Source: an optimization exercise on an open RTL-to-GDS flow (aim: small area and a short achievable clock period). Production flows keep margins and buffers that such runs may drop.
At most, simulation tests tie the RTL to the original design; equivalence was not proved.
No activity file was given, so power comes from the tool's default toggle rates.

yarrow:
==> flow/design.v <==
`timescale 1ns / 1ps
module fifo
#
(
	parameter		depth = 60,
	parameter		width = 8
)
(
	input				clk,
	input				rst_n,
	input				wr_en,
	input	[width-1:0]	data_in,
	input				rd_en,
	output	[width-1:0]	data_out,
	output				full,
	output				empty
);
localparam		rows = depth / 4;		 
reg	[width-1:0]	bank0	[rows-1:0];
reg	[width-1:0]	bank1	[rows-1:0];
reg	[width-1:0]	bank2	[rows-1:0];
reg	[width-1:0]	bank3	[rows-1:0];
reg	[3:0]		wb;				 
reg	[3:0]		rb;				 
reg	[3:0]		n0, n1, n2, n3;	 
reg				full_o;			 
reg				nempty_o;		 
reg				full_i;			 
reg				nempty;			 
reg	[3:0]		s0, s1, s2, s3;	 
reg	[1:0]		sn0, sn1, sn2, sn3;	 
reg	[width-1:0]	bq0, bq1, bq2, bq3;	 
reg	[width-1:0]	last_in;		 
reg				fresh;			 
reg	[3:0]		osel;			 
reg	[width-1:0]	rdata;
wire			push = wr_en & ~full_i;
wire			pop  = rd_en & nempty;
wire	[3:0]	wr_k = { 4{ push}} & wb;		 
wire	[3:0]	rd_k = { 4{ pop}}  & rb;		 
wire	[3:0]	wb_n = push ? { wb[2:0], wb[3]} : wb;
wire	[3:0]	rb_n = pop  ? { rb[2:0], rb[3]} : rb;
wire	[3:0]	one_k  = { (n3 == 4'd1) && (n0 == 4'd0), (n2 == 4'd1) && (n3 == 4'd0),
			   (n1 == 4'd1) && (n2 == 4'd0), (n0 == 4'd1) && (n1 == 4'd0)};
wire	[3:0]	most_k = { (n3 == rows-1) && (n0 == rows), (n2 == rows-1) && (n3 == rows),
			   (n1 == rows-1) && (n2 == rows), (n0 == rows-1) && (n1 == rows)};
wire			one  = |(one_k & rb);
wire			most = |(most_k & wb);
wire			empty_n = push ? 1'b0 : (pop ? one : ~nempty);
wire			full_n  = pop  ? 1'b0 : (push ? most : full_i);
wire			fresh_n = push & (~nempty | (pop & one));
function [3:0] inc4;
	input [3:0] n;
	begin
		case(n)
		4'd0: inc4 = 4'd1;
		4'd1: inc4 = 4'd2;
		4'd2: inc4 = 4'd3;
		4'd3: inc4 = 4'd4;
		4'd4: inc4 = 4'd5;
		4'd5: inc4 = 4'd6;
		4'd6: inc4 = 4'd7;
		4'd7: inc4 = 4'd8;
		4'd8: inc4 = 4'd9;
		4'd9: inc4 = 4'd10;
		4'd10: inc4 = 4'd11;
		4'd11: inc4 = 4'd12;
		4'd12: inc4 = 4'd13;
		4'd13: inc4 = 4'd14;
		4'd14: inc4 = 4'd15;
		4'd15: inc4 = 4'd0;
		endcase
	end
endfunction
function [3:0] dec4;
	input [3:0] n;
	begin
		case(n)
		4'd0: dec4 = 4'd15;
		4'd1: dec4 = 4'd0;
		4'd2: dec4 = 4'd1;
		4'd3: dec4 = 4'd2;
		4'd4: dec4 = 4'd3;
		4'd5: dec4 = 4'd4;
		4'd6: dec4 = 4'd5;
		4'd7: dec4 = 4'd6;
		4'd8: dec4 = 4'd7;
		4'd9: dec4 = 4'd8;
		4'd10: dec4 = 4'd9;
		4'd11: dec4 = 4'd10;
		4'd12: dec4 = 4'd11;
		4'd13: dec4 = 4'd12;
		4'd14: dec4 = 4'd13;
		4'd15: dec4 = 4'd14;
		endcase
	end
endfunction
function [3:0] count_k;
	input [3:0] n;
	input       up;
	input       dn;
	begin
		count_k = (up & ~dn) ? inc4(n) : (dn & ~up) ? dec4(n) : n;
	end
endfunction
wire	[3:0]	n0_n = count_k(n0, wr_k[0], rd_k[0]);
wire	[3:0]	n1_n = count_k(n1, wr_k[1], rd_k[1]);
wire	[3:0]	n2_n = count_k(n2, wr_k[2], rd_k[2]);
wire	[3:0]	n3_n = count_k(n3, wr_k[3], rd_k[3]);
always@(posedge clk or negedge rst_n)
begin
	if(!rst_n) begin
		wb       <= 4'b0001;
		rb       <= 4'b0001;
		n0       <= 4'd0;
		n1       <= 4'd0;
		n2       <= 4'd0;
		n3       <= 4'd0;
		full_o   <= 1'b0;
		nempty_o <= 1'b0;
		full_i   <= 1'b0;
		nempty   <= 1'b0;
	end else begin
		wb       <= wb_n;
		rb       <= rb_n;
		n0       <= n0_n;
		n1       <= n1_n;
		n2       <= n2_n;
		n3       <= n3_n;
		full_o   <= ~pop & (push ? most : full_o);
		nempty_o <= push | (pop ? ~one : nempty_o);
		full_i   <= full_n;
		nempty   <= ~empty_n;
	end
end
integer i;
always@(posedge clk)
begin
	if(wr_k[0]) begin
		for(i = rows-1; i > 0; i = i - 1)
			bank0[i] <= bank0[i-1];
		bank0[0] <= data_in;
	end
	if(wr_k[1]) begin
		for(i = rows-1; i > 0; i = i - 1)
			bank1[i] <= bank1[i-1];
		bank1[0] <= data_in;
	end
	if(wr_k[2]) begin
		for(i = rows-1; i > 0; i = i - 1)
			bank2[i] <= bank2[i-1];
		bank2[0] <= data_in;
	end
	if(wr_k[3]) begin
		for(i = rows-1; i > 0; i = i - 1)
			bank3[i] <= bank3[i-1];
		bank3[0] <= data_in;
	end
end
wire	[16*width-1:0]	flat0, flat1, flat2, flat3;
genvar g;
generate
	for(g = 0; g < 16; g = g + 1) begin : flat
		assign flat0[g*width +: width] = bank0[(g == 0) ? 0 : g-1];
		assign flat1[g*width +: width] = bank1[(g == 0) ? 0 : g-1];
		assign flat2[g*width +: width] = bank2[(g == 0) ? 0 : g-1];
		assign flat3[g*width +: width] = bank3[(g == 0) ? 0 : g-1];
	end
endgenerate
wire	[3:0]	t0 = { s0[3:2], ~sn0};
wire	[3:0]	t1 = { s1[3:2], ~sn1};
wire	[3:0]	t2 = { s2[3:2], ~sn2};
wire	[3:0]	t3 = { s3[3:2], ~sn3};
wire	[width-1:0]	rd0 = { flat0[t0*width+4 +: 4], flat0[s0*width +: 4]};
wire	[width-1:0]	rd1 = { flat1[t1*width+4 +: 4], flat1[s1*width +: 4]};
wire	[width-1:0]	rd2 = { flat2[t2*width+4 +: 4], flat2[s2*width +: 4]};
wire	[width-1:0]	rd3 = { flat3[t3*width+4 +: 4], flat3[s3*width +: 4]};
always@(posedge clk)
begin
	s0      <= n0_n;
	s1      <= n1_n;
	s2      <= n2_n;
	s3      <= n3_n;
	sn0     <= ~n0_n[1:0];
	sn1     <= ~n1_n[1:0];
	sn2     <= ~n2_n[1:0];
	sn3     <= ~n3_n[1:0];
	bq0     <= rd0;
	bq1     <= rd1;
	bq2     <= rd2;
	bq3     <= rd3;
	last_in <= data_in;
	fresh   <= fresh_n;
	osel    <= fresh_n ? 4'b0000 : rb_n;
end
always@(posedge clk)
begin
	rdata <= ({ width{ fresh}} & last_in)
	       | ({ width{ osel[0]}} & bq0) | ({ width{ osel[1]}} & bq1)
	       | ({ width{ osel[2]}} & bq2) | ({ width{ osel[3]}} & bq3);
end
assign	data_out = rdata;
assign	empty    = ~nempty_o;
assign	full     = full_o;
endmodule
Settings: LEC_CHECK=0, CAP_MARGIN=20, CORE_MARGIN=2, CORE_UTILIZATION=65, CTS_CLUSTER_DIAMETER=60, CTS_CLUSTER_SIZE=30, SETUP_SLACK_MARGIN=1.45, SLEW_MARGIN=20; clock period 3.2 ns.
run.sh (not shown) runs the stock make flow with config.mk's settings and CLKGATE_MAP_FILE= SYNTH_SCRIPT=/design/flow/synth_recipe.tcl, a recipe that flattens the netlist after the stock synthesis.
Input-level comparison between juniper and yarrow:
--- a/flow/design.v
+++ b/flow/design.v
@@ -17,14 +17,14 @@
 );
 localparam		rows = depth / 4;		 
 reg	[width-1:0]	bank0	[rows-1:0];
 reg	[width-1:0]	bank1	[rows-1:0];
 reg	[width-1:0]	bank2	[rows-1:0];
 reg	[width-1:0]	bank3	[rows-1:0];
-reg	[3:0]		wb;				 
-reg	[3:0]		rb;				 
+reg	[1:0]		wbank;			 
+reg	[1:0]		rbank;			 
 reg	[3:0]		n0, n1, n2, n3;	 
 reg				full_o;			 
 reg				nempty_o;		 
 reg				full_i;			 
 reg				nempty;			 
 reg	[3:0]		s0, s1, s2, s3;	 
@@ -33,22 +33,22 @@
 reg	[width-1:0]	last_in;		 
 reg				fresh;			 
 reg	[3:0]		osel;			 
 reg	[width-1:0]	rdata;
 wire			push = wr_en & ~full_i;
 wire			pop  = rd_en & nempty;
-wire	[3:0]	wr_k = { 4{ push}} & wb;		 
-wire	[3:0]	rd_k = { 4{ pop}}  & rb;		 
-wire	[3:0]	wb_n = push ? { wb[2:0], wb[3]} : wb;
-wire	[3:0]	rb_n = pop  ? { rb[2:0], rb[3]} : rb;
+wire	[3:0]	wr_k = { 4{ push}} & (4'b0001 << wbank);	 
+wire	[3:0]	rd_k = { 4{ pop}}  & (4'b0001 << rbank);	 
+wire	[1:0]	wbank_n = push ? wbank + 2'd1 : wbank;
+wire	[1:0]	rbank_n = pop  ? rbank + 2'd1 : rbank;
 wire	[3:0]	one_k  = { (n3 == 4'd1) && (n0 == 4'd0), (n2 == 4'd1) && (n3 == 4'd0),
 			   (n1 == 4'd1) && (n2 == 4'd0), (n0 == 4'd1) && (n1 == 4'd0)};
 wire	[3:0]	most_k = { (n3 == rows-1) && (n0 == rows), (n2 == rows-1) && (n3 == rows),
 			   (n1 == rows-1) && (n2 == rows), (n0 == rows-1) && (n1 == rows)};
-wire			one  = |(one_k & rb);
-wire			most = |(most_k & wb);
+wire			one  = one_k[rbank];
+wire			most = most_k[wbank];
 wire			empty_n = push ? 1'b0 : (pop ? one : ~nempty);
 wire			full_n  = pop  ? 1'b0 : (push ? most : full_i);
 wire			fresh_n = push & (~nempty | (pop & one));
 function [3:0] inc4;
 	input [3:0] n;
 	begin
@@ -107,25 +107,25 @@
 wire	[3:0]	n1_n = count_k(n1, wr_k[1], rd_k[1]);
 wire	[3:0]	n2_n = count_k(n2, wr_k[2], rd_k[2]);
 wire	[3:0]	n3_n = count_k(n3, wr_k[3], rd_k[3]);
 always@(posedge clk or negedge rst_n)
 begin
 	if(!rst_n) begin
-		wb       <= 4'b0001;
-		rb       <= 4'b0001;
+		wbank    <= 2'd0;
+		rbank    <= 2'd0;
 		n0       <= 4'd0;
 		n1       <= 4'd0;
 		n2       <= 4'd0;
 		n3       <= 4'd0;
 		full_o   <= 1'b0;
 		nempty_o <= 1'b0;
 		full_i   <= 1'b0;
 		nempty   <= 1'b0;
 	end else begin
-		wb       <= wb_n;
-		rb       <= rb_n;
+		wbank    <= wbank_n;
+		rbank    <= rbank_n;
 		n0       <= n0_n;
 		n1       <= n1_n;
 		n2       <= n2_n;
 		n3       <= n3_n;
 		full_o   <= ~pop & (push ? most : full_o);
 		nempty_o <= push | (pop ? ~one : nempty_o);
@@ -188,13 +188,13 @@
 	bq0     <= rd0;
 	bq1     <= rd1;
 	bq2     <= rd2;
 	bq3     <= rd3;
 	last_in <= data_in;
 	fresh   <= fresh_n;
-	osel    <= fresh_n ? 4'b0000 : rb_n;
+	osel    <= fresh_n ? 4'b0000 : (4'b0001 << rbank_n);
 end
 always@(posedge clk)
 begin
 	rdata <= ({ width{ fresh}} & last_in)
 	       | ({ width{ osel[0]}} & bq0) | ({ width{ osel[1]}} & bq1)
 	       | ({ width{ osel[2]}} & bq2) | ({ width{ osel[3]}} & bq3);
## What came out
juniper ended with every stage complete and zero timing, DRC or antenna violations. Cell count: juniper lower than yarrow. Between juniper and yarrow, the difference in post-synthesis adder-cell area fraction is negligible. Die boundary height went down slightly going from yarrow to juniper. Clock share of power delta for juniper relative to yarrow: 17 points lower. juniper and yarrow ended up with nearly the same worst-case hold slack. Summary of the comparison: share of total power in combinational logic is higher in juniper, relative to yarrow. Going from yarrow to juniper, clock period minus final worst setup slack now smaller, area after synthesis now smaller. Summary of juniper over yarrow: routed wire length lower; multi-input logic area lower; async set or reset register ratio after synthesis lower; part of the cycle the worst path needs lower.
The RTL of yarrow was laid out without a check of its function.

[separate check: timing with driven ports]
Ports are ideal in the flow. The routed layouts listed here were re-timed in OpenROAD.
Step 1 assumes that a clkbuf_16 drives the clock port and a buf_2 every other input.
Step 2 also shifts input and output timing later by t, the mid clock arrival at the registers, as if the neighbouring blocks saw the same clock.
a / b / c = ideal / step 1 / step 2; a / b = the first two.
| run | shift t [ns] | slack for setup (ns) | hold WS [ns] | worst register clock-pin slew, ns | pins driven straight from the clock port |
|---|---|---|---|---|---|
| yarrow | 0.579 | 1.438 / 1.383 / 0.892 | 0.438 / 0.438 / 0.438 | 0.10 / 0.10 | 1 |
| juniper | 0.577 | 1.466 / 1.414 / 0.990 | 0.437 / 0.437 / 0.437 | 0.10 / 0.10 | 1 |
After both steps every run listed still meets setup and hold. For yarrow, which loses most, drivers alone change the setup slack by -0.055 ns; drivers and shift together by -0.546 ns.
